This is an optimization exercise on Yosys and OpenROAD, whose aim is small area, a short achievable clock period and few clock cycles, not a production implementation. Only simulation tests tie the RTL to the original design; equivalence was not proved. No activity file was given, so power comes from the tool's default toggle rates.

[design/flow/design.v]
typedef enum logic [4-1:0] { 
    ALU_ADD       = 4'b0000,  
    ALU_SUB       = 4'b0001,  
    ALU_AND       = 4'b0010,  
    ALU_OR        = 4'b0011,  
    ALU_XOR       = 4'b0100,  
    ALU_SLL       = 4'b0101,  
    ALU_SRL       = 4'b0110,  
    ALU_SRA       = 4'b0111,  
    ALU_SLT       = 4'b1000,  
    ALU_SLTU      = 4'b1001,   
    ALU_UNDEFINED = 4'bx
} alu_t;
typedef enum logic [1:0] {
    ALUOP_ADD   = 2'b00,   
    ALUOP_SUB   = 2'b01,   
    ALUOP_RTYPE = 2'b10,   
    ALUOP_ITYPE = 2'b11    
} aluop_t;
module mux4 #(
    parameter WIDTH = 32
) (
    input logic [WIDTH-1:0] d0,
    input logic [WIDTH-1:0] d1,
    input logic [WIDTH-1:0] d2,
    input logic [WIDTH-1:0] d3,
    input logic [1:0] signal,
    output logic [WIDTH-1:0] out
);
  always_comb begin
    case (signal)
      2'd0:    out = d0;
      2'd1:    out = d1;
      2'd2:    out = d2;
      default: out = 'x;
    endcase
  end
endmodule
module mux8 #(
    parameter WIDTH = 32
) (
    input logic [WIDTH-1:0] d0,
    input logic [WIDTH-1:0] d1,
    input logic [WIDTH-1:0] d2,
    input logic [WIDTH-1:0] d3,
    input logic [WIDTH-1:0] d4,
    input logic [WIDTH-1:0] d5,
    input logic [WIDTH-1:0] d6,
    input logic [WIDTH-1:0] d7,
    input logic [2:0] signal,
    output logic [WIDTH-1:0] out
);
  always_comb begin
    case (signal)
      3'b000:  out = d0;
      3'b001:  out = d1;
      3'b010:  out = d2;
      3'b011:  out = d3;
      3'b100:  out = d4;
      3'b101:  out = d5;
      3'b110:  out = d6;
      3'b111:  out = d7;
      default: out = {WIDTH{1'bx}};
    endcase
  end
endmodule
module alu #(
    parameter WIDTH = 32
) (
    input alu_t op,
    input logic [WIDTH-1:0] opA,
    input logic [WIDTH-1:0] opB,
    output logic [WIDTH-1:0] out,
    output logic out_is_zero
);
  always_comb begin
    if (out == 0) out_is_zero = 1'b1;
    else out_is_zero = 1'b0;
  end
  always_comb begin
    case (op)
      ALU_ADD:  out = opA + opB;
      ALU_SUB:  out = opA - opB;
      ALU_AND:  out = opA & opB;
      ALU_OR:   out = opA | opB;
      ALU_XOR:  out = opA ^ opB;
      ALU_SLL:  out = opA << opB[4:0];
      ALU_SRL:  out = opA >> opB[4:0];
      ALU_SRA:  out = $signed(opA) >>> opB[4:0];
      ALU_SLT:  out = {{WIDTH - 1{1'b0}}, $signed(opA) < $signed(opB)};
      ALU_SLTU: out = {{WIDTH - 1{1'b0}}, opA < opB};
      default:  out = {WIDTH{1'b0}};
    endcase
  end
endmodule
module alu_control (
    input logic [2:0] func3,   
    input logic [6:0] func7,   
    input aluop_t aluop,
    output alu_t aluctr
);
  alu_t func_rtype;
  alu_t func_itype;
  alu_t default_func;
  alu_t alt_func;
  always_comb begin
    case (aluop)
      ALUOP_ADD:   aluctr = ALU_ADD;      
      ALUOP_SUB:   aluctr = ALU_SUB;      
      ALUOP_RTYPE: aluctr = func_rtype;   
      ALUOP_ITYPE: aluctr = func_itype;   
      default: aluctr = ALU_UNDEFINED;
    endcase
  end
  always_comb begin
    if (func7[5]) func_rtype = alt_func;
    else func_rtype = default_func;
  end
  always_comb begin
    if (func7[5] && func3 == 3'b101) func_itype = alt_func;
    else func_itype = default_func;
  end
  always_comb begin
    case (func3)
      3'b000: default_func = ALU_ADD;
      3'b101: default_func = ALU_SRL;
      3'b001:     default_func = ALU_SLL;
      3'b010:     default_func = ALU_SLT;
      3'b011:    default_func = ALU_SLTU;
      3'b100:     default_func = ALU_XOR;
      3'b110:      default_func = ALU_OR;
      3'b111:     default_func = ALU_AND;
      default:              default_func = ALU_UNDEFINED;
    endcase
  end
  always_comb begin
    case (func3)
      3'b000: alt_func = ALU_SUB;
      3'b101: alt_func = ALU_SRA;
      default:              alt_func = ALU_UNDEFINED;
    endcase
  end
endmodule
module immgen #(
    parameter WIDTH = 32
) (
    input  logic [WIDTH-1:0] instruction,
    output logic [WIDTH-1:0] imm_out
);
  logic [6:0] opc;
  logic sign_bit;
  logic [2:0] imm_sgnl;
  logic [4:0] shamt;
  assign opc = instruction[6:0];
  assign shamt = instruction[24:20];
  assign sign_bit = instruction[31];
  always_comb begin
    imm_sgnl = 3'b110;
    case (opc)
      7'b0110011: imm_sgnl = 3'b111;
      7'b0010011: begin
        imm_sgnl = 3'b000;   
        if (instruction[14:12] == 3'b101 || instruction[14:12] == 3'b001)
          imm_sgnl = 3'b101;
      end
      7'b1110011, 7'b1100111, 7'b0000011: imm_sgnl = 3'b000;
      7'b1100011: imm_sgnl = 3'b010;
      7'b0100011: imm_sgnl = 3'b001;
      7'b1101111: imm_sgnl = 3'b100;
      7'b0010111, 7'b0110111: imm_sgnl = 3'b011;
      default: imm_sgnl = 3'b110;
    endcase
  end
  mux8 #(
      .WIDTH(32)
  ) mux (
      .signal(imm_sgnl),
      .d0({{21{sign_bit}}, instruction[30:20]}),   
      .d1({{21{sign_bit}}, instruction[30:25], instruction[11:7]}),   
      .d2({{20{sign_bit}}, instruction[7], instruction[30:25], instruction[11:8], 1'b0}),   
      .d3({instruction[31:12], 12'b0}),   
      .d4({{12{sign_bit}}, instruction[19:12], instruction[20], instruction[30:21], 1'b0}),   
      .d5({27'b0, shamt}),   
      .d6({WIDTH{1'bx}}),      
      .d7({WIDTH{1'b0}}),   
      .out(imm_out)
  );
endmodule
module branch_unit (
    input logic [31:0] i_r1,   
    input logic [31:0] i_r2,   
    input logic [2:0] i_func3,
    input logic i_bren,
    output logic o_taken
);
  always_comb begin
    if (!i_bren) begin
      o_taken = 1'b0;
    end else begin
      case (i_func3)
        3'b000:  o_taken = (i_r1 == i_r2);   
        3'b001:  o_taken = (i_r1 != i_r2);   
        3'b100:  o_taken = ($signed(i_r1) < $signed(i_r2));   
        3'b101:  o_taken = ($signed(i_r1) >= $signed(i_r2));   
        3'b110: o_taken = (i_r1 < i_r2);   
        3'b111: o_taken = (i_r1 >= i_r2);   
        default:           o_taken = 1'b0;
      endcase
    end
  end
endmodule
module regfile #(
    parameter WIDTH = 32
) (
    input logic clk,
    input logic write_enable,
    input logic [4:0] r_reg1,
    input logic [4:0] r_reg2,
    input logic [4:0] w_reg,
    input logic [WIDTH-1:0] w_data,
    output logic [WIDTH-1:0] r_data1,
    output logic [WIDTH-1:0] r_data2
);
  logic [WIDTH-1:0] regs[0:31];
  assign r_data1 = (r_reg1 == 0) ? {WIDTH{1'b0}} :
                   (write_enable && (w_reg == r_reg1)) ? w_data : regs[r_reg1];
  assign r_data2 = (r_reg2 == 0) ? {WIDTH{1'b0}} :
                   (write_enable && (w_reg == r_reg2)) ? w_data : regs[r_reg2];
  always_ff @(posedge clk) begin
    if (write_enable && (w_reg != 0)) begin
      regs[w_reg] <= w_data;
    end
  end
endmodule
module dmem_interface #(
    parameter WIDTH = 32
) (
    input logic clk,
    input logic mem_read,
    input logic mem_write,
    input logic [2:0] func3,   
    input logic [WIDTH-1:0] address_in,
    input logic [WIDTH-1:0] data_in,
    input logic [WIDTH-1:0] bus_data_out,   
    output logic [WIDTH-1:0] data_out,
    output logic [WIDTH-1:0] bus_addr,   
    output logic [WIDTH-1:0] bus_data_in,   
    output logic [3:0] bus_byteen,   
    output logic bus_we,
    output logic bus_re
);
  assign bus_addr = address_in;
  assign bus_we = mem_write;
  assign bus_re = mem_read;
  assign bus_data_in = data_in << (8 * address_in[1:0]);
  logic [WIDTH-1:0] sz_ext;
  logic [WIDTH-1:0] ld_align_fix;
  assign data_out = sz_ext;
  always_comb begin
    bus_byteen = 4'b0000;
    case (func3[1:0])
      2'b00:   bus_byteen = 4'b0001 << address_in[1:0];   
      2'b01:   bus_byteen = 4'b0011 << address_in[1:0];   
      2'b10:   bus_byteen = 4'b1111;   
      default: bus_byteen = 4'b0000;
    endcase
  end
  always_comb begin
    ld_align_fix = bus_data_out >> (8 * address_in[1:0]);
  end
  always_comb begin
    case (func3[1:0])
      2'b00:   sz_ext = {{24{~func3[2] & ld_align_fix[7]}}, ld_align_fix[7:0]};   
      2'b01:   sz_ext = {{16{~func3[2] & ld_align_fix[15]}}, ld_align_fix[15:0]};   
      2'b10:   sz_ext = ld_align_fix[31:0];   
      default: sz_ext = {WIDTH{1'bx}};
    endcase
  end
endmodule
module hazard_detection_unit (
    input logic [4:0] i_id_rs1, 
    input logic [4:0] i_id_rs2,
    input logic [4:0] i_ex_rd,
    input logic i_ex_is_load,
    input logic i_branch_taken,
    input logic i_jump_taken,
    output logic o_stall,
    output logic o_flush
);    
    always_comb begin
        o_stall = 1'b0;
        o_flush = 1'b0;
        if (i_branch_taken || i_jump_taken) begin
            o_flush = 1'b1;
        end
        else if (i_ex_is_load && 
            ((i_ex_rd == i_id_rs1) || (i_ex_rd == i_id_rs2)) &&
            (i_ex_rd != 5'b0)) begin
            o_stall = 1'b1;
        end
    end
endmodule
module forwarding_unit (
    input logic [4:0] i_ex_rs1,
    input logic [4:0] i_ex_rs2,
    input logic [4:0] i_mem_rd,
    input logic i_mem_reg_write,
    input logic [4:0] i_wb_rd,
    input logic i_wb_reg_write,
    output logic [1:0] o_forward_a,
    output logic [1:0] o_forward_b
);
    always_comb begin
        o_forward_a = 2'b00;
        o_forward_b = 2'b00;
        if (i_mem_reg_write &&
            (i_mem_rd != 5'b0) &&
            (i_mem_rd == i_ex_rs1)) begin
            o_forward_a = 2'b01;
        end
        else if (i_wb_reg_write &&
                 (i_wb_rd != 5'b0) &&
                 (i_wb_rd == i_ex_rs1)) begin
            o_forward_a = 2'b10;
        end
        if (i_mem_reg_write &&
            (i_mem_rd != 5'b0) &&
            (i_mem_rd == i_ex_rs2)) begin
            o_forward_b = 2'b01;
        end
        else if (i_wb_reg_write &&
                 (i_wb_rd != 5'b0) &&
                 (i_wb_rd == i_ex_rs2)) begin
            o_forward_b = 2'b10;
        end
    end
endmodule
module pipelined_datapath #(
    parameter WIDTH = 32
)(
    input logic i_clk,
    input logic i_reset,
    input logic i_hazard_flush,
    input logic i_hazard_stall,
    input logic [1:0] i_CTL_if_pc_sel,
    input logic i_CTL_if_pc_write,
    input logic i_CTL_id_reg_write,
    input logic [1:0] i_CTL_id_reg_write_src,
    input logic [1:0] i_CTL_ex_alu_src_a,
    input logic [2:0] i_CTL_ex_alu_src_b,
    input aluop_t i_CTL_ex_alu_op,
    input logic i_CTL_ex_branch_enable,
    input logic i_CTL_mem_read,
    input logic i_CTL_mem_write,
    input logic i_CTL_wb_reg_write,
    input logic [2:0] i_CTL_wb_reg_write_src,
    input logic [1:0] i_ex_fwd_a,  
    input logic [1:0] i_ex_fwd_b,  
    input logic [WIDTH-1:0] i_instruction,
    output logic [WIDTH-1:0] o_pc_if,
    output logic [WIDTH-1:0] o_dmem_addr,
    output logic [WIDTH-1:0] o_dmem_write_data,
    output logic [3:0] o_dmem_byteen,
    output logic o_dmem_write_enable,
    output logic o_dmem_read_enable,
    input logic [WIDTH-1:0] i_dmem_read_data,
    output logic [6:0] o_id_opcode,
    output logic o_branch_taken,
    output logic o_jump_taken,
    output logic [WIDTH-1:0] o_pc_id,
    output logic [WIDTH-1:0] o_pc_ex,
    output logic [WIDTH-1:0] o_pc_mem,
    output logic [WIDTH-1:0] o_pc_wb,
    output logic [WIDTH-1:0] o_instruction_if,
    output logic [WIDTH-1:0] o_instruction_id,
    output logic [WIDTH-1:0] o_instruction_ex,
    output logic [WIDTH-1:0] o_instruction_mem,
    output logic [WIDTH-1:0] o_instruction_wb
);
    logic [WIDTH-1:0] ifid_pc, ifid_instruction;
    logic [WIDTH-1:0] idex_pc, idex_instruction;
    logic [WIDTH-1:0] idex_reg_data1, idex_reg_data2;
    logic [WIDTH-1:0] idex_immediate;
    logic [4:0] idex_rs1, idex_rs2, idex_rd;
    logic [2:0] idex_funct3;
    logic [6:0] idex_funct7;
    logic [WIDTH-1:0] exmem_pc, exmem_instruction;
    logic [WIDTH-1:0] exmem_alu_result;
    logic [WIDTH-1:0] exmem_reg_data2;
    logic [4:0] exmem_rd;
    logic exmem_zero_flag;
    logic [2:0] exmem_funct3;
    logic [WIDTH-1:0] memwb_pc, memwb_instruction;
    logic [WIDTH-1:0] memwb_alu_result;
    logic [WIDTH-1:0] memwb_mem_data;
    logic [4:0] memwb_rd;
    logic [WIDTH-1:0] pc_current, pc_next, pc_plus4;
    logic [WIDTH-1:0] reg_data1, reg_data2, reg_write_data;
    logic [WIDTH-1:0] immediate;
    logic [WIDTH-1:0] alu_srcA, alu_srcB, alu_result;
    logic alu_zero;
    logic branch_condition_met;
    alu_t alu_control;
    logic [4:0] rs1, rs2, rd;
    logic [2:0] funct3;
    logic [6:0] funct7, opcode;
    assign rs1 = ifid_instruction[19:15];
    assign rs2 = ifid_instruction[24:20];
    assign rd = ifid_instruction[11:7];
    assign funct3 = ifid_instruction[14:12];
    assign funct7 = ifid_instruction[31:25];
    assign opcode = ifid_instruction[6:0];
    assign o_pc_if = pc_current;
    assign o_pc_id = ifid_pc;
    assign o_pc_ex = idex_pc;
    assign o_pc_mem = exmem_pc;
    assign o_pc_wb = memwb_pc;
    assign o_instruction_if = i_instruction;
    assign o_instruction_id = ifid_instruction;
    assign o_instruction_ex = idex_instruction;
    assign o_instruction_mem = exmem_instruction;
    assign o_instruction_wb = memwb_instruction;
    assign o_id_opcode = ifid_instruction[6:0];
    assign o_branch_taken = branch_condition_met;
    assign o_jump_taken = (idex_instruction[6:0] == 7'b1101111) || (idex_instruction[6:0] == 7'b1100111);  
    assign pc_plus4 = pc_current + 32'd4;
    mux4 #(.WIDTH(WIDTH)) MUXPCSrc (
        .signal(i_CTL_if_pc_sel), 
        .d0(pc_plus4),
        .d1((idex_instruction[6:0] == 7'b1100111) ? {alu_result[31:1], 1'b0} : alu_result),
        .d2({alu_result[31:1], 1'b0}), 
        .d3(32'b0),
        .out(pc_next)
    );
    always_ff @(posedge i_clk) begin
        if (i_reset) begin
            pc_current <= 32'h00000000;
        end else if (i_CTL_if_pc_write) begin
            pc_current <= pc_next;
        end
    end
    always_ff @(posedge i_clk) begin
        if (i_reset || i_hazard_flush) begin
            ifid_pc <= 32'b0;
            ifid_instruction <= 32'h00000013;  
        end else if (!i_hazard_stall) begin
            ifid_pc <= pc_current;
            ifid_instruction <= i_instruction;  
        end
    end
    regfile #(
        .WIDTH(WIDTH)
    ) rf (
        .clk(i_clk),
        .write_enable(i_CTL_wb_reg_write),
        .r_reg1(rs1),
        .r_reg2(rs2),
        .w_reg(memwb_rd),
        .w_data(reg_write_data),
        .r_data1(reg_data1),
        .r_data2(reg_data2)
    );
    immgen #(
        .WIDTH(WIDTH)
    ) ig (
        .instruction(ifid_instruction),
        .imm_out(immediate)
    );
    always_ff @(posedge i_clk) begin
        if (i_reset || i_hazard_flush || i_hazard_stall) begin
            idex_pc <= 32'b0;
            idex_instruction <= 32'h00000013;  
            idex_reg_data1 <= 32'b0;
            idex_reg_data2 <= 32'b0;
            idex_immediate <= 32'b0;
            idex_rs1 <= 5'b0;
            idex_rs2 <= 5'b0;
            idex_rd <= 5'b0;
            idex_funct3 <= 3'b0;
            idex_funct7 <= 7'b0;
        end else begin
            idex_pc <= ifid_pc;
            idex_instruction <= ifid_instruction;
            idex_reg_data1 <= reg_data1;
            idex_reg_data2 <= reg_data2;
            idex_immediate <= immediate;
            idex_rs1 <= rs1;
            idex_rs2 <= rs2;
            idex_rd <= rd;
            idex_funct3 <= funct3;
            idex_funct7 <= funct7;
        end
    end
    logic [WIDTH-1:0] forward_srcA, forward_srcB;
    mux4 #(.WIDTH(WIDTH)) MUXForwardA (
        .signal(i_ex_fwd_a),
        .d0(idex_reg_data1),
        .d1(exmem_alu_result),  
        .d2(reg_write_data),    
        .d3(idex_reg_data1),
        .out(forward_srcA)
    );
    mux4 #(.WIDTH(WIDTH)) MUXForwardB (
        .signal(i_ex_fwd_b),
        .d0(idex_reg_data2),
        .d1(exmem_alu_result),  
        .d2(reg_write_data),    
        .d3(idex_reg_data2),
        .out(forward_srcB)
    );
    mux4 #(.WIDTH(WIDTH)) MUXALUSrcA (
        .signal(i_CTL_ex_alu_src_a),
        .d0(idex_pc),
        .d1(forward_srcA),
        .d2(32'b0),
        .d3(forward_srcA),
        .out(alu_srcA)
    );
    mux8 #(.WIDTH(WIDTH)) MUXALUSrcB (
        .signal(i_CTL_ex_alu_src_b),
        .d0(forward_srcB),
        .d1(32'h4),
        .d2(idex_immediate),
        .d3(idex_immediate << 1),
        .d4(32'b0),
        .d5(forward_srcB),
        .d6(forward_srcB),
        .d7(forward_srcB),
        .out(alu_srcB)
    );
    alu_control alu_ctrl (
        .func3(idex_funct3),
        .func7(idex_funct7),
        .aluop(i_CTL_ex_alu_op),
        .aluctr(alu_control)
    );
    alu #(
        .WIDTH(WIDTH)
    ) alu_inst (
        .op(alu_control),
        .opA(alu_srcA),
        .opB(alu_srcB),
        .out(alu_result),
        .out_is_zero(alu_zero)
    );
    branch_unit bu (
        .i_r1(forward_srcA),            
        .i_r2(forward_srcB),            
        .i_func3(idex_funct3),
        .i_bren(i_CTL_ex_branch_enable),
        .o_taken(branch_condition_met)
    );
    always_ff @(posedge i_clk) begin
        if (i_reset) begin
            exmem_pc <= 32'b0;
            exmem_instruction <= 32'h00000013;  
            exmem_alu_result <= 32'b0;
            exmem_reg_data2 <= 32'b0;
            exmem_rd <= 5'b0;
            exmem_zero_flag <= 1'b0;
            exmem_funct3 <= 3'b0;
        end else begin
            exmem_pc <= idex_pc;
            exmem_instruction <= idex_instruction;
            exmem_alu_result <= o_jump_taken ? (idex_pc + 32'd4) : alu_result;  
            exmem_reg_data2 <= forward_srcB;
            exmem_rd <= idex_rd;
            exmem_zero_flag <= alu_zero;
            exmem_funct3 <= idex_funct3;
        end
    end
    logic [WIDTH-1:0] dmem_data_out;
    dmem_interface #(
        .WIDTH(WIDTH)
    ) dmem_int (
        .clk(i_clk),
        .mem_read(i_CTL_mem_read),
        .mem_write(i_CTL_mem_write),
        .func3(exmem_funct3),
        .address_in(exmem_alu_result),
        .data_in(exmem_reg_data2),  
        .bus_data_out(i_dmem_read_data),  
        .data_out(dmem_data_out),  
        .bus_addr(o_dmem_addr),
        .bus_data_in(o_dmem_write_data),  
        .bus_byteen(o_dmem_byteen),
        .bus_we(o_dmem_write_enable),
        .bus_re(o_dmem_read_enable)
    );
    always_ff @(posedge i_clk) begin
        if (i_reset) begin
            memwb_pc <= 32'b0;
            memwb_instruction <= 32'h00000013;  
            memwb_alu_result <= 32'b0;
            memwb_mem_data <= 32'b0;
            memwb_rd <= 5'b0;
        end else begin
            memwb_pc <= exmem_pc;
            memwb_instruction <= exmem_instruction;
            memwb_alu_result <= exmem_alu_result;
            memwb_mem_data <= dmem_data_out;  
            memwb_rd <= exmem_rd;
        end
    end
    logic [WIDTH-1:0] pc_plus4_wb, lui_immediate, auipc_result;
    assign pc_plus4_wb = memwb_pc + 32'd4;
    assign lui_immediate = {memwb_instruction[31:12], 12'b0};
    assign auipc_result = memwb_pc + {memwb_instruction[31:12], 12'b0};
    mux8 #(.WIDTH(WIDTH)) MUXRegWrite (
        .signal(i_CTL_wb_reg_write_src),
        .d0(memwb_alu_result),
        .d1(memwb_mem_data),       
        .d2(pc_plus4_wb),          
        .d3(lui_immediate),        
        .d4(auipc_result),         
        .d5(memwb_alu_result),
        .d6(memwb_alu_result),
        .d7(memwb_alu_result),
        .out(reg_write_data)
    );
endmodule
module pipelined_control (
    input logic i_clk,
    input logic i_reset,
    input logic [6:0] i_id_opcode,
    input logic i_branch_taken,
    input logic i_jump_taken,
    input logic i_hazard_stall,
    input logic i_hazard_flush,
    output logic [1:0] o_CTL_if_pc_sel,
    output logic o_CTL_if_pc_write,
    output logic o_CTL_id_reg_write,
    output logic [1:0] o_CTL_id_reg_write_src,
    output logic [1:0] o_CTL_ex_alu_src_a,
    output logic [2:0] o_CTL_ex_alu_src_b,
    output aluop_t o_CTL_ex_alu_op,
    output logic o_CTL_ex_branch_enable,
    output logic o_CTL_mem_read,
    output logic o_CTL_mem_write,
    output logic o_CTL_wb_reg_write,
    output logic [2:0] o_CTL_wb_reg_write_src,
    output logic o_CTL_ex_is_load,
    output logic o_CTL_mem_reg_write
);
    logic [1:0] if_pc_sel_int;
    logic if_pc_write_int;
    logic id_reg_write_int;
    logic [1:0] id_reg_write_src_int;
    logic [1:0] ex_alu_src_a_int;
    logic [2:0] ex_alu_src_b_int;
    logic ex_branch_enable_int;
    aluop_t ex_alu_op_int;
    logic mem_read_int, mem_write_int;
    logic wb_reg_write_int;
    logic [2:0] wb_reg_write_src_int;
    logic [1:0] id_ex_reg_write_src;
    logic [1:0] id_ex_alu_src_a;
    logic [2:0] id_ex_alu_src_b;
    logic id_ex_branch_enable;
    aluop_t id_ex_alu_op;
    logic id_ex_mem_read, id_ex_mem_write;
    logic id_ex_wb_reg_write;
    logic [2:0] id_ex_wb_reg_write_src;
    logic ex_mem_mem_read, ex_mem_mem_write;
    logic ex_mem_wb_reg_write;
    logic [2:0] ex_mem_wb_reg_write_src;
    logic mem_wb_reg_write;
    logic [2:0] mem_wb_reg_write_src;
    always_comb begin
        if_pc_sel_int = 2'b00;
        if_pc_write_int = 1'b1;
        if (i_branch_taken || i_jump_taken) begin
            if_pc_sel_int = 2'b01;
        end
        if (i_hazard_stall) begin
            if_pc_write_int = 1'b0; 
        end
    end
    always_comb begin
        id_reg_write_int = 1'b0;
        id_reg_write_src_int = 2'b00;
        ex_alu_src_a_int = 2'b01;
        ex_alu_src_b_int = 3'b000;
        ex_alu_op_int = ALUOP_ADD;
        ex_branch_enable_int = 1'b0;
        mem_read_int = 1'b0;
        mem_write_int = 1'b0;
        wb_reg_write_int = 1'b0;
        wb_reg_write_src_int = 3'b000;
        case (i_id_opcode)
            7'b0110011: begin
                ex_alu_src_a_int = 2'b01;      
                ex_alu_src_b_int = 3'b000;     
                ex_alu_op_int = ALUOP_RTYPE;
                wb_reg_write_int = 1'b1;
                wb_reg_write_src_int = 3'b000;  
            end
            7'b0010011: begin
                ex_alu_src_a_int = 2'b01;      
                ex_alu_src_b_int = 3'b010;     
                ex_alu_op_int = ALUOP_ITYPE;
                wb_reg_write_int = 1'b1;
                wb_reg_write_src_int = 3'b000;  
            end
            7'b0000011: begin                
                ex_alu_src_a_int = 2'b01;      
                ex_alu_src_b_int = 3'b010;     
                ex_alu_op_int = ALUOP_ADD;
                mem_read_int = 1'b1;
                wb_reg_write_int = 1'b1;
                wb_reg_write_src_int = 3'b001;  
            end
            7'b0100011: begin                  
                ex_alu_src_a_int = 2'b01;      
                ex_alu_src_b_int = 3'b010;     
                ex_alu_op_int = ALUOP_ADD;
                mem_write_int = 1'b1;
                wb_reg_write_int = 1'b0;        
            end
            7'b1100011: begin                  
                ex_alu_src_a_int = 2'b00;      
                ex_alu_src_b_int = 3'b010;     
                ex_alu_op_int = ALUOP_ADD;     
                ex_branch_enable_int = 1'b1;
                wb_reg_write_int = 1'b0;        
            end
            7'b1101111: begin                  
                ex_alu_src_a_int = 2'b00;      
                ex_alu_src_b_int = 3'b010;     
                ex_alu_op_int = ALUOP_ADD;
                wb_reg_write_int = 1'b1;
                wb_reg_write_src_int = 3'b010;  
            end
            7'b1100111: begin                
                ex_alu_src_a_int = 2'b01;      
                ex_alu_src_b_int = 3'b010;     
                ex_alu_op_int = ALUOP_ADD;
                wb_reg_write_int = 1'b1;
                wb_reg_write_src_int = 3'b010;  
            end
            7'b0110111: begin                
                ex_alu_src_a_int = 2'b10;      
                ex_alu_src_b_int = 3'b010;     
                ex_alu_op_int = ALUOP_ADD;
                wb_reg_write_int = 1'b1;
                wb_reg_write_src_int = 3'b011;  
            end
            7'b0010111: begin                
                ex_alu_src_a_int = 2'b00;      
                ex_alu_src_b_int = 3'b010;     
                ex_alu_op_int = ALUOP_ADD;
                wb_reg_write_int = 1'b1;
                wb_reg_write_src_int = 3'b100;  
            end
            default: begin
                ex_alu_op_int = ALUOP_ADD;
                wb_reg_write_int = 1'b0;
            end
        endcase
    end
    always_ff @(posedge i_clk) begin
        if (i_reset || i_hazard_flush || i_hazard_stall) begin
            id_ex_alu_src_a <= 2'b01;
            id_ex_alu_src_b <= 3'b000;
            id_ex_alu_op <= ALUOP_ADD;
            id_ex_branch_enable <= 1'b0;
            id_ex_mem_read <= 1'b0;
            id_ex_mem_write <= 1'b0;
            id_ex_wb_reg_write <= 1'b0;
            id_ex_wb_reg_write_src <= 3'b000;
        end else begin
            id_ex_alu_src_a <= ex_alu_src_a_int;
            id_ex_alu_src_b <= ex_alu_src_b_int;
            id_ex_alu_op <= ex_alu_op_int;
            id_ex_branch_enable <= ex_branch_enable_int;
            id_ex_mem_read <= mem_read_int;
            id_ex_mem_write <= mem_write_int;
            id_ex_wb_reg_write <= wb_reg_write_int;
            id_ex_wb_reg_write_src <= wb_reg_write_src_int;
        end
    end
    always_ff @(posedge i_clk) begin
        if (i_reset) begin
            ex_mem_mem_read <= 1'b0;
            ex_mem_mem_write <= 1'b0;
            ex_mem_wb_reg_write <= 1'b0;
            ex_mem_wb_reg_write_src <= 3'b000;
        end else begin
            ex_mem_mem_read <= id_ex_mem_read;
            ex_mem_mem_write <= id_ex_mem_write;
            ex_mem_wb_reg_write <= id_ex_wb_reg_write;
            ex_mem_wb_reg_write_src <= id_ex_wb_reg_write_src;
        end
    end
    always_ff @(posedge i_clk) begin
        if (i_reset) begin
            mem_wb_reg_write <= 1'b0;
            mem_wb_reg_write_src <= 3'b000;
        end else begin
            mem_wb_reg_write <= ex_mem_wb_reg_write;
            mem_wb_reg_write_src <= ex_mem_wb_reg_write_src;
        end
    end
    assign o_CTL_if_pc_sel = if_pc_sel_int;
    assign o_CTL_if_pc_write = if_pc_write_int;
    assign o_CTL_id_reg_write = 1'b0;            
    assign o_CTL_id_reg_write_src = 2'b00;
    assign o_CTL_ex_alu_src_a = id_ex_alu_src_a;
    assign o_CTL_ex_alu_src_b = id_ex_alu_src_b;
    assign o_CTL_ex_alu_op = id_ex_alu_op;
    assign o_CTL_ex_branch_enable = id_ex_branch_enable;
    assign o_CTL_mem_read = ex_mem_mem_read;
    assign o_CTL_mem_write = ex_mem_mem_write;
    assign o_CTL_wb_reg_write = mem_wb_reg_write;
    assign o_CTL_wb_reg_write_src = mem_wb_reg_write_src;
    assign o_CTL_ex_is_load = id_ex_mem_read;
    assign o_CTL_mem_reg_write = ex_mem_wb_reg_write;
endmodule
module riscv_pipelined_core #(
    parameter WIDTH = 32
) (
    input logic i_clk,
    input logic i_reset,
    input logic [WIDTH-1:0] i_instruction,
    output logic [WIDTH-1:0] o_pc_if,
    input logic [WIDTH-1:0] i_dmem_read_data,
    output logic [WIDTH-1:0] o_dmem_addr,
    output logic [WIDTH-1:0] o_dmem_write_data,
    output logic [3:0] o_dmem_byteen,
    output logic o_dmem_write_en,
    output logic o_dmem_read_en,
    output logic [WIDTH-1:0] o_pc_id,
    output logic [WIDTH-1:0] o_pc_ex,
    output logic [WIDTH-1:0] o_pc_mem,
    output logic [WIDTH-1:0] o_pc_wb,
    output logic [WIDTH-1:0] o_instruction_if,
    output logic [WIDTH-1:0] o_instruction_id,
    output logic [WIDTH-1:0] o_instruction_ex,
    output logic [WIDTH-1:0] o_instruction_mem,
    output logic [WIDTH-1:0] o_instruction_wb
);
    logic [1:0] CTL_if_pc_sel;
    logic CTL_if_pc_write;
    logic CTL_id_reg_write;
    logic [1:0] CTL_id_reg_write_src;
    logic [1:0] CTL_ex_alu_src_a;
    logic [2:0] CTL_ex_alu_src_b;
    logic CTL_ex_branch_enable;
    aluop_t CTL_ex_alu_op;
    logic CTL_mem_read, CTL_mem_write;
    logic CTL_wb_reg_write;
    logic [2:0] CTL_wb_reg_write_src;
    logic CTL_ex_is_load;
    logic CTL_mem_reg_write;
    logic [6:0] id_opcode;
    logic branch_taken, jump_taken;
    logic hazard_stall, hazard_flush;
    logic [1:0] forwardA, forwardB;
    hazard_detection_unit hdu (
        .i_id_rs1(o_instruction_id[19:15]),
        .i_id_rs2(o_instruction_id[24:20]),
        .i_ex_rd(o_instruction_ex[11:7]),
        .i_ex_is_load(CTL_ex_is_load),
        .i_jump_taken(jump_taken),
        .i_branch_taken(branch_taken),
        .o_stall(hazard_stall),
        .o_flush(hazard_flush)
    );
    forwarding_unit fwdu (
        .i_ex_rs1(o_instruction_ex[19:15]),
        .i_ex_rs2(o_instruction_ex[24:20]),
        .i_mem_rd(o_instruction_mem[11:7]),
        .i_mem_reg_write(CTL_mem_reg_write),
        .i_wb_rd(o_instruction_wb[11:7]),
        .i_wb_reg_write(CTL_wb_reg_write),
        .o_forward_a(forwardA),
        .o_forward_b(forwardB)
    );
    pipelined_datapath #(
        .WIDTH(WIDTH)
    ) datapath (
        .i_clk(i_clk),
        .i_reset(i_reset),
        .i_hazard_flush(hazard_flush),
        .i_hazard_stall(hazard_stall),
        .i_CTL_if_pc_sel(CTL_if_pc_sel),
        .i_CTL_if_pc_write(CTL_if_pc_write),
        .i_CTL_id_reg_write(CTL_id_reg_write),
        .i_CTL_id_reg_write_src(CTL_id_reg_write_src),
        .i_CTL_ex_alu_src_a(CTL_ex_alu_src_a),
        .i_CTL_ex_alu_src_b(CTL_ex_alu_src_b),
        .i_CTL_ex_alu_op(CTL_ex_alu_op),
        .i_CTL_ex_branch_enable(CTL_ex_branch_enable),
        .i_CTL_mem_read(CTL_mem_read),
        .i_CTL_mem_write(CTL_mem_write),
        .i_CTL_wb_reg_write(CTL_wb_reg_write),
        .i_CTL_wb_reg_write_src(CTL_wb_reg_write_src),
        .i_ex_fwd_a(forwardA),
        .i_ex_fwd_b(forwardB),
        .i_instruction(i_instruction),
        .o_pc_if(o_pc_if),
        .o_dmem_addr(o_dmem_addr),
        .o_dmem_write_data(o_dmem_write_data),
        .o_dmem_byteen(o_dmem_byteen),
        .o_dmem_write_enable(o_dmem_write_en),
        .o_dmem_read_enable(o_dmem_read_en),
        .i_dmem_read_data(i_dmem_read_data),
        .o_id_opcode(id_opcode),
        .o_branch_taken(branch_taken),
        .o_jump_taken(jump_taken),
        .o_pc_id(o_pc_id),
        .o_pc_ex(o_pc_ex),
        .o_pc_mem(o_pc_mem),
        .o_pc_wb(o_pc_wb),
        .o_instruction_if(o_instruction_if),
        .o_instruction_id(o_instruction_id),
        .o_instruction_ex(o_instruction_ex),
        .o_instruction_mem(o_instruction_mem),
        .o_instruction_wb(o_instruction_wb)
    );
    pipelined_control control (
        .i_clk(i_clk),
        .i_reset(i_reset),
        .i_id_opcode(id_opcode),
        .i_branch_taken(branch_taken),
        .i_jump_taken(jump_taken),
        .i_hazard_stall(hazard_stall),
        .i_hazard_flush(hazard_flush),
        .o_CTL_if_pc_sel(CTL_if_pc_sel),
        .o_CTL_if_pc_write(CTL_if_pc_write),
        .o_CTL_id_reg_write(CTL_id_reg_write),
        .o_CTL_id_reg_write_src(CTL_id_reg_write_src),
        .o_CTL_ex_alu_src_a(CTL_ex_alu_src_a),
        .o_CTL_ex_alu_src_b(CTL_ex_alu_src_b),
        .o_CTL_ex_alu_op(CTL_ex_alu_op),
        .o_CTL_ex_branch_enable(CTL_ex_branch_enable),
        .o_CTL_mem_read(CTL_mem_read),
        .o_CTL_mem_write(CTL_mem_write),
        .o_CTL_wb_reg_write(CTL_wb_reg_write),
        .o_CTL_wb_reg_write_src(CTL_wb_reg_write_src),
        .o_CTL_ex_is_load(CTL_ex_is_load),
        .o_CTL_mem_reg_write(CTL_mem_reg_write)
    );
endmodule
module rv32i_pipe (
    input  logic        clk,
    input  logic        reset,
    output logic [31:0] imem_addr,
    input  logic [31:0] imem_rdata,
    output logic [31:0] dmem_addr,
    output logic [31:0] dmem_wdata,
    output logic [3:0]  dmem_byteen,
    output logic        dmem_we,
    input  logic [31:0] dmem_rdata
);
    logic        dmem_re_unused;
    logic [31:0] pc_id, pc_ex, pc_mem, pc_wb;
    logic [31:0] instr_if, instr_id, instr_ex, instr_mem, instr_wb;
    riscv_pipelined_core #(.WIDTH(32)) core (
        .i_clk(clk),
        .i_reset(reset),
        .i_instruction(imem_rdata),
        .o_pc_if(imem_addr),
        .i_dmem_read_data(dmem_rdata),
        .o_dmem_addr(dmem_addr),
        .o_dmem_write_data(dmem_wdata),
        .o_dmem_byteen(dmem_byteen),
        .o_dmem_write_en(dmem_we),
        .o_dmem_read_en(dmem_re_unused),
        .o_pc_id(pc_id),
        .o_pc_ex(pc_ex),
        .o_pc_mem(pc_mem),
        .o_pc_wb(pc_wb),
        .o_instruction_if(instr_if),
        .o_instruction_id(instr_id),
        .o_instruction_ex(instr_ex),
        .o_instruction_mem(instr_mem),
        .o_instruction_wb(instr_wb)
    );
endmodule
[design/flow/run.sh]
#!/bin/bash
# synth_recipe.tcl (not shown) runs the flow's synth.tcl, then flattens the netlist and writes it again
# the make line also repeats each setting of config.mk as NAME=value (left out here)
make -C /OpenROAD-flow-scripts/flow DESIGN_CONFIG=/design/flow/config.mk WORK_HOME=/design/flow/orfs CLKGATE_MAP_FILE= SYNTH_SCRIPT=/design/flow/synth_recipe.tcl finish
[design/flow/config.mk]
export PLATFORM = sky130hd
export DESIGN_NAME = rv32i_pipe
export DESIGN_NICKNAME = rv32i_pipe
export VERILOG_FILES = /design/flow/design.v
export SDC_FILE = /design/flow/constraint.sdc
export NUM_CORES = 4
export LEC_CHECK = 0
export CAP_MARGIN = 20
export CORE_MARGIN = 2
export CORE_UTILIZATION = 40
export SLEW_MARGIN = 20
[design/flow/constraint.sdc]
create_clock -name core_clock -period 10.0 [get_ports {clk}]
set_input_delay 2.0000 -clock core_clock [delete_from_list [all_inputs] [get_ports {clk}]]
set_output_delay 2.0000 -clock core_clock [all_outputs]
set_load 0.01 [all_outputs]
==> run notes <==
worst register-to-register path, delay by kind of cell, from the launching register on:
family                     cells  cell delay (ps)
xor gates and xnor gates       1              150
and+or+nand+nor                6             1470
buffers and inverters          8             1600
AOI/OAI and AO/OA             13             3570
adders and majority gates      3              950
DFF                            1              480
state kept, by name, summed over array words and instances, names as in the netlist, 4 cells and up:
name,count
core.datapath.memwb_instruction,25
core.datapath.alu_ctrl.default_func,4
core.datapath.exmem_alu_result,32
core.datapath.exmem_instruction,25
core.datapath.memwb_mem_data,32
core.datapath.memwb_pc,32
core.datapath.idex_pc,32
core.datapath.rf.regs,1024
core.datapath.idex_instruction,32
core.datapath.idex_reg_data1,32
core.datapath.exmem_reg_data2,32
core.datapath.pc_current,32
core.datapath.idex_immediate,32
core.datapath.memwb_alu_result,32
core.datapath.ifid_instruction,32
core.datapath.ifid_pc,32
core.datapath.idex_reg_data2,32
core.datapath.exmem_pc,32
logic make-up after synthesis:
logic type	after synthesis	synth area share, %
simple gates	1685	10.0
flops	1547	50.7
compound gates	1230	10.4
mux	960	21.8
buf+inv	630	3.09
fa+ha+maj	157	2.44
xor+xnor	138	1.49
other cells	1	0.00461
report_power, final:
| part | internal, mW | switching (mW) | total [mW] |
|---|---|---|---|
| registers | 7.01 | 0.294 | 7.30 |
| clock network | 3.60 | 2.67 | 6.27 |
| logic | 1.00 | 1.84 | 2.84 |
| total | 11.6 | 4.81 | 16.4 |
layout by cell type, fill, tap and decap left out, types with 34 or more instances in the layout:
| cell type | netlist | layout |
|---|---|---|
| buf_4 | 11 | 224 |
| o22ai_1 | 43 | 42 |
| clkdlybuf4s50_1 | 0 | 165 |
| nand2_1 | 383 | 382 |
| nor2b_1 | 184 | 184 |
| a21o_1 | 35 | 35 |
| o21a_1 | 48 | 48 |
| xor2_1 | 41 | 41 |
| o31ai_1 | 39 | 38 |
| inv_1 | 132 | 131 |
| edfxtp_1 | 1024 | 1024 |
| a21oi_1 | 277 | 273 |
| a22oi_1 | 41 | 40 |
| ha_1 | 154 | 154 |
| nand3_1 | 108 | 106 |
| clkbuf_16 | 0 | 173 |
| and3_1 | 34 | 34 |
| o211ai_1 | 46 | 46 |
| dfxtp_1 | 523 | 507 |
| nor2_4 | 1 | 36 |
| a211oi_1 | 182 | 180 |
| xnor2_1 | 97 | 97 |
| mux2i_1 | 277 | 277 |
| a31oi_1 | 46 | 44 |
| and2_1 | 94 | 94 |
| mux4_2 | 643 | 643 |
| nor2_1 | 520 | 484 |
| nor3_1 | 117 | 114 |
| nand4_1 | 54 | 54 |
| o21ai_0 | 159 | 156 |
| nor4_1 | 41 | 41 |
layout make-up:
class	count	share of cell area, %
sequential	1547	44.7
clock buffer	214	5.00
antenna	18	0.0488
multi-input combinational	4202	41.3
clock inverter	98	1.02
timing repair buffer	397	3.77
inverter	143	0.584
tap	2672	3.62
per-layer routing:
| layer | routed length [µm] | up-vias | global-route usage, % | share of wire, % |
|---|---|---|---|---|
| met5 | 71 | - | 0 | 0.021 |
| met4 | 19400 | 10 | 15.9 | 5.8 |
| met3 | 30500 | 759 | 6.41 | 9.2 |
| met2 | 148000 | 3462 | 47.8 | 45 |
| met1 | 134000 | 30700 | 43.1 | 40 |
| li1 | - | 25000 | - | - |
metrics by stage:
step | total power [mW] | utilization, % | instance area [µm²] | hold WS [ps]
detailed placement | 10.2 | 42.9 | 86700 | 424
global placement | 10.2 | 42.9 | 86700 | 417
floorplan | 8.86 | - | 81400 | 414
finish | 16.4 | 45.7 | 92400 | 408
global route | 16.9 | 45.7 | 92300 | 435
CTS | 16.4 | 45.7 | 92300 | 428
final timing paths:
check	endpoint	from	slack [ps]
worst min-delay path	core.datapath.memwb_instruction[29]$_SDFF_PP0_	core.datapath.exmem_instruction[29]$_SDFF_PP0_	410
worst max register to register	core.datapath.exmem_alu_result[25]$_SDFF_PP0_	core.datapath.memwb_pc[12]$_SDFF_PP0_	1630
worst max-delay path	core.datapath.exmem_alu_result[25]$_SDFF_PP0_	core.datapath.memwb_pc[12]$_SDFF_PP0_	1630
worst min register to register	core.datapath.memwb_instruction[29]$_SDFF_PP0_	core.datapath.exmem_instruction[29]$_SDFF_PP0_	410
==> run notes <==
* Status: no timing/DRC/antenna violations
* Final slew viol count at 0
* WP data arrival at 9080 ps
* Crit path time final at roughly 8400 ps
* CTS sink cnt at about 1500
* Most used flip-flop cell after synthesis: edfxtp_1
* Mean Syn Cell Area at roughly 13 µm²
* PD cells at 178 nW/µm²
* Vias/cell at roughly 6.4
* Hold buffers post-CTS at 0
* Fin. Hold Viols at 0
* Sequential cell area fraction in the yosys report at around 51%
* WP buf/inv at 8
* First-pass GRT wire length at roughly 460 mm
* Fin nets at 6683
* Largest net degree at the start of global routing at 96
* Multi-input gate area at 38100 µm²
* Grt ovf at 0
* Required @ worst endpoint at roughly 11000 ps
* R2r worst-path depth at 31
* Post-CTS Setup Inserts at 0
* Final Setup Violations at 0
* Critical path depth in cells at 31
* Yosys reg bits at 1547
* Max_cap viols at 0
* Share of the synthesized area in the top cell type at around 38%
* Worst-path maximum fanout at 35
* Die area at a little over 200000 µm²
* Die height at about 450 µm
* Pre-CTS setup slack at about 1900 ps
* CTS Buf Count at approximately 170
* Mapped cell area at 81300 µm²
* Delay-heaviest family, CP: compound AO/OA/AOI/OAI gates
* Ys async rst share at 0%
* Rows at 165
* H-tree depth at 4
* CTS tree: done
* Die W at approximately 450 µm
* Fmax at 0.119 GHz
* Initial DRT Pass Iterations at 5
* Count of cell types in the netlist at between 100 and 150
* 1st-iter DRT viols at between 8000 and 9000
* Crit end category: register
* Total area of sequential cells at a little over 40000 µm²
* Total wire length at approximately 330 mm
* Share of cells above drive strength 1 at 19.9%
* Placed cells at ~9000
* GP Congestion at 1.06
* Initial antenna violation count at 21
* Wire length per cell at between 30 and 40 µm
* Hold WC Path Type: register to register
* Post-DRT Antenna Nets at 0
* Number of buffers added on ports at between 150 and 200
* Resize count post-CTS at 0
* Crit-path max cell delay at 960 ps
* Synth area leader: edfxtp_1
* Post-Synthesis Cells at roughly 6300
* Total track usage at 31.5%
* Via count at around 60000
* DRC Markers at 0
* Synthesis warning total at 12
* Largest cells by area after synthesis: edfxtp_1, mux4_2, dfxtp_1, mux2i_1, nor2_1
* Worst Max-Slew Pin Slew at roughly 1300 ps
* Clock transition at the registers of the reported paths at 60 ps
* Startpoint Class: register
* RSZ-0062 raised after global routing: false
* Core Footprint at 202000 µm²
* Most numerous cell in the Yosys netlist: edfxtp_1
* CTS root buffer: clkbuf_16
* CP max stage cell: o21ai_0
* Final worst setup slack at approximately 1600 ps
* Static Leak at about 31 nW
* Worst relative slew slack at ~16%
* Top post-synthesis cells by count: edfxtp_1, mux4_2, dfxtp_1
* CP most frequent cell: buf_4
* Total negative slack at 0 ps
* Worst vdd ir at ~0.00015 V
* DP Wirelength at between 200 and 250 mm
* CP Class: register to register
* EDFF count, synth at between 1000 and 1500
* Setup Skew at around 70 ps
* Vias in the first global route at around 57000
* Clock buffer depth at 3
* Io pins at approximately 170
* WHS Path Cells at 1
* Area Growth Syn to Fin at 13.6%
* Non-filler cells, final at 9291
* Skew-Pair Late Insertion Delay at 850 ps
* Filler Cells Inserted at ~18000
* Final worst path period share at 83.7%
* Initial core utilization at 40.2%
Testbench counts, summed over its fixed seeds: cycles 67,165.

afterwards: timing with drivers on the ports:
Ports are ideal in the flow. The routed layout listed here was re-timed in OpenROAD. Step 1: set_driving_cell puts a clkbuf_16 on clk and a buf_2 on each other input, an assumption about the parent block. Step 2, shift: input delay + t, output delay - t, t = (earliest + latest rising clock arrival at the registers) / 2. This alone moves slack from input paths to output paths. a / b / c = ideal / step 1 / step 2; a / b = the first two.
t (ns): 0.901
setup slack, ns: 1.625 / 1.625 / 1.625
latest minus earliest clock arrival (ns): 0.070 / 0.069
After both steps setup and hold are still met in this run. For this run, drivers alone change the setup slack by 0.000 ns; drivers and shift together by 0.000 ns.
